From an optimization exercise on the open Yosys and OpenROAD flow, aimed at small area and a short achievable clock period; shortcuts taken in it are not production practice. Only simulation tests tie the RTL to the original design; equivalence was not proved. Power and IR drop assume default switching activity.

==> exp/juniper: inputs <==
==> flow/design.v (excerpt) <==
module bitonic_top #(parameter NUM_INPUT = 16, DATA_WIDTH = 8)
(clk, reset, data_in, valid, done, data_out);
input clk;
input reset;
input [127:0] data_in;
input valid;
output done;
output [127:0] data_out;
wire [0:0] in0_0 = data_in[7:7];
wire [0:0] in0_1 = data_in[6:6];
wire [0:0] in0_2 = data_in[5:5];
wire [0:0] in0_3 = data_in[4:4];
wire [0:0] in0_4 = data_in[3:3];
wire [0:0] in0_5 = data_in[2:2];
wire [0:0] in0_6 = data_in[1:1];
wire [0:0] in0_7 = data_in[0:0];
wire [0:0] in1_0 = data_in[15:15];
wire [0:0] in1_1 = data_in[14:14];
wire [0:0] in1_2 = data_in[13:13];
wire [0:0] in1_3 = data_in[12:12];
wire [0:0] in1_4 = data_in[11:11];
wire [0:0] in1_5 = data_in[10:10];
wire [0:0] in1_6 = data_in[9:9];
wire [0:0] in1_7 = data_in[8:8];
wire [0:0] in2_0 = data_in[23:23];
wire [0:0] in2_1 = data_in[22:22];
wire [0:0] in2_2 = data_in[21:21];
wire [0:0] in2_3 = data_in[20:20];
wire [0:0] in2_4 = data_in[19:19];
wire [0:0] in2_5 = data_in[18:18];
wire [0:0] in2_6 = data_in[17:17];
wire [0:0] in2_7 = data_in[16:16];
wire [0:0] in3_0 = data_in[31:31];
wire [0:0] in3_1 = data_in[30:30];
wire [0:0] in3_2 = data_in[29:29];
wire [0:0] in3_3 = data_in[28:28];
wire [0:0] in3_4 = data_in[27:27];
wire [0:0] in3_5 = data_in[26:26];
wire [0:0] in3_6 = data_in[25:25];
wire [0:0] in3_7 = data_in[24:24];
wire [0:0] in4_0 = data_in[39:39];
wire [0:0] in4_1 = data_in[38:38];
wire [0:0] in4_2 = data_in[37:37];
wire [0:0] in4_3 = data_in[36:36];
wire [0:0] in4_4 = data_in[35:35];
wire [0:0] in4_5 = data_in[34:34];
wire [0:0] in4_6 = data_in[33:33];
wire [0:0] in4_7 = data_in[32:32];
wire [0:0] in5_0 = data_in[47:47];
wire [0:0] in5_1 = data_in[46:46];
wire [0:0] in5_2 = data_in[45:45];
wire [0:0] in5_3 = data_in[44:44];
wire [0:0] in5_4 = data_in[43:43];
wire [0:0] in5_5 = data_in[42:42];
wire [0:0] in5_6 = data_in[41:41];
wire [0:0] in5_7 = data_in[40:40];
wire [0:0] in6_0 = data_in[55:55];
wire [0:0] in6_1 = data_in[54:54];
wire [0:0] in6_2 = data_in[53:53];
wire [0:0] in6_3 = data_in[52:52];
wire [0:0] in6_4 = data_in[51:51];
wire [0:0] in6_5 = data_in[50:50];
wire [0:0] in6_6 = data_in[49:49];
wire [0:0] in6_7 = data_in[48:48];
wire [0:0] in7_0 = data_in[63:63];
wire [0:0] in7_1 = data_in[62:62];
wire [0:0] in7_2 = data_in[61:61];
  ...
clock: 3.0 ns
lec_check: 0
cap_margin: 20
core_margin: 2
core_utilization: 65
cts_cluster_diameter: 60
cts_cluster_size: 30
place_density: 0.75
setup_slack_margin: 1.4
slew_margin: 20
standard.sh (not shown) runs the stock make flow with config.mk's settings and CLKGATE_MAP_FILE= SYNTH_SCRIPT=/design/flow/synth_recipe.tcl, a recipe that flattens the netlist after the stock synthesis.
==> flow/flow/run.sh <==
#!/bin/bash
# Own layout flow: the standard layout, except that the synthesis maps the
# combinational logic with flow/abc.script (an area-recovering ABC script) in place of
# ORFS's speed script. Registers, their names and everything after synthesis are as in
# the standard flow. Ports are buffered with buf_2 cells.
set -euo pipefail
W=$(pwd)
{
  head -n 1 synth_recipe.tcl
  cat <<EOF
proc abc {args} {
  set i [lsearch -exact \$args -script]
  if { \$i >= 0 } { set args [lreplace \$args [expr {\$i+1}] [expr {\$i+1}] $W/flow/abc.script] }
  yosys abc {*}\$args
}
EOF
  tail -n +2 synth_recipe.tcl
} > my_synth.tcl
sed "s#SYNTH_SCRIPT=[^ ]*#SYNTH_SCRIPT=$W/my_synth.tcl#" standard.sh > my_standard.sh
grep -q "SYNTH_SCRIPT=$W/my_synth.tcl" my_standard.sh
bash my_standard.sh "BUFFER_PORTS_ARGS=-buffer_cell sky130_fd_sc_hd__buf_2" finish > flow.log 2>&1
==> flow/flow/abc.script <==
strash
dc2
strash
&get -n
&dch -f
&nf -R 100 -p
&put
==> inputs of exp/quartz, as changes to exp/juniper <==
==> flow/flow/abc.script (replaced) <==
strash
dc2
strash
&get -n
&dch -f
&nf {D}
&put
--- a/flow/config.mk
+++ b/flow/config.mk
@@ -9,7 +9,6 @@
 export CORE_MARGIN = 2
-export CORE_UTILIZATION = 65
+export CORE_UTILIZATION = 70
 export CTS_CLUSTER_DIAMETER = 60
 export CTS_CLUSTER_SIZE = 30
-export PLACE_DENSITY = 0.75
-export SETUP_SLACK_MARGIN = 1.4
+export SETUP_SLACK_MARGIN = 1.6
 export SLEW_MARGIN = 20
==> inputs of exp/umber, as changes to exp/juniper <==
==> flow/run.sh (new file) <==
#!/bin/bash
# synth_recipe.tcl (not shown) runs the flow's synth.tcl, then flattens the netlist and writes it again
# the make line also repeats each setting of config.mk as NAME=value (left out here)
make -C /OpenROAD-flow-scripts/flow DESIGN_CONFIG=/design/flow/config.mk WORK_HOME=/design/flow/orfs CLKGATE_MAP_FILE= SYNTH_SCRIPT=/design/flow/synth_recipe.tcl finish
--- a/flow/config.mk
+++ b/flow/config.mk
@@ -9,7 +9,4 @@
 export CORE_MARGIN = 2
-export CORE_UTILIZATION = 65
-export CTS_CLUSTER_DIAMETER = 60
-export CTS_CLUSTER_SIZE = 30
-export PLACE_DENSITY = 0.75
-export SETUP_SLACK_MARGIN = 1.4
+export CORE_UTILIZATION = 55
+export SETUP_SLACK_MARGIN = 1.0
 export SLEW_MARGIN = 20
removed: flow/flow/run.sh
removed: flow/flow/abc.script
removed: flow/standard.sh
==> notes.md <==
Sequential power: exp/umber is larger than exp/juniper (about 4%).
Of exp/juniper and exp/umber, exp/umber has the higher clock-buffer cell count (gap 80).
Sequential share of layout area: exp/juniper is higher than exp/umber (9.1 points).
In exp/juniper the utilization is higher than in exp/umber, by 10 points.
Non-clock buffer count: exp/juniper is lower than exp/umber (22).
Critical path depth: exp/juniper is lower than exp/umber (4).
Between exp/umber and exp/juniper, the lower via count is in exp/juniper (gap about 30%, measured against exp/juniper).
Against exp/umber, the design area of exp/juniper is lower by 18%.
In clock skew, exp/juniper and exp/umber hardly differ.
exp/quartz never finished: it broke off in global routing. exp/umber went through all stages and came out clean. exp/juniper completed with no timing, DRC or antenna violations.
In exp/juniper the final cell count is smaller than in exp/umber, by 15%.

port drivers added, routing unchanged:
Ports are ideal in the flow. The routed layouts listed here were re-timed in OpenROAD. Step 1 (the two cells are an assumption about what drives the block):
set clk [get_ports {clk}]
set_driving_cell -lib_cell sky130_fd_sc_hd__clkbuf_16 $clk
set_driving_cell -lib_cell sky130_fd_sc_hd__buf_2 [delete_from_list [all_inputs] $clk]
Step 2 also shifts input and output timing later by t, the mid clock arrival at the registers, as if the neighbouring blocks saw the same clock. Slacks: ideal ports / drivers / drivers and shift; pairs: ideal ports / drivers.
run	t, ns	slack for setup (ns)	worst setup path at the end	clock arrival spread, ns	worst register clock-pin slew, ns
exp/juniper	0.700	1.304 / 1.240 / 1.369	register to register	0.021 / 0.021	0.11 / 0.11
exp/umber	0.738	0.977 / 0.977 / 0.977	register to register	0.020 / 0.020	0.06 / 0.06
After both steps setup and hold are still met in every run listed.
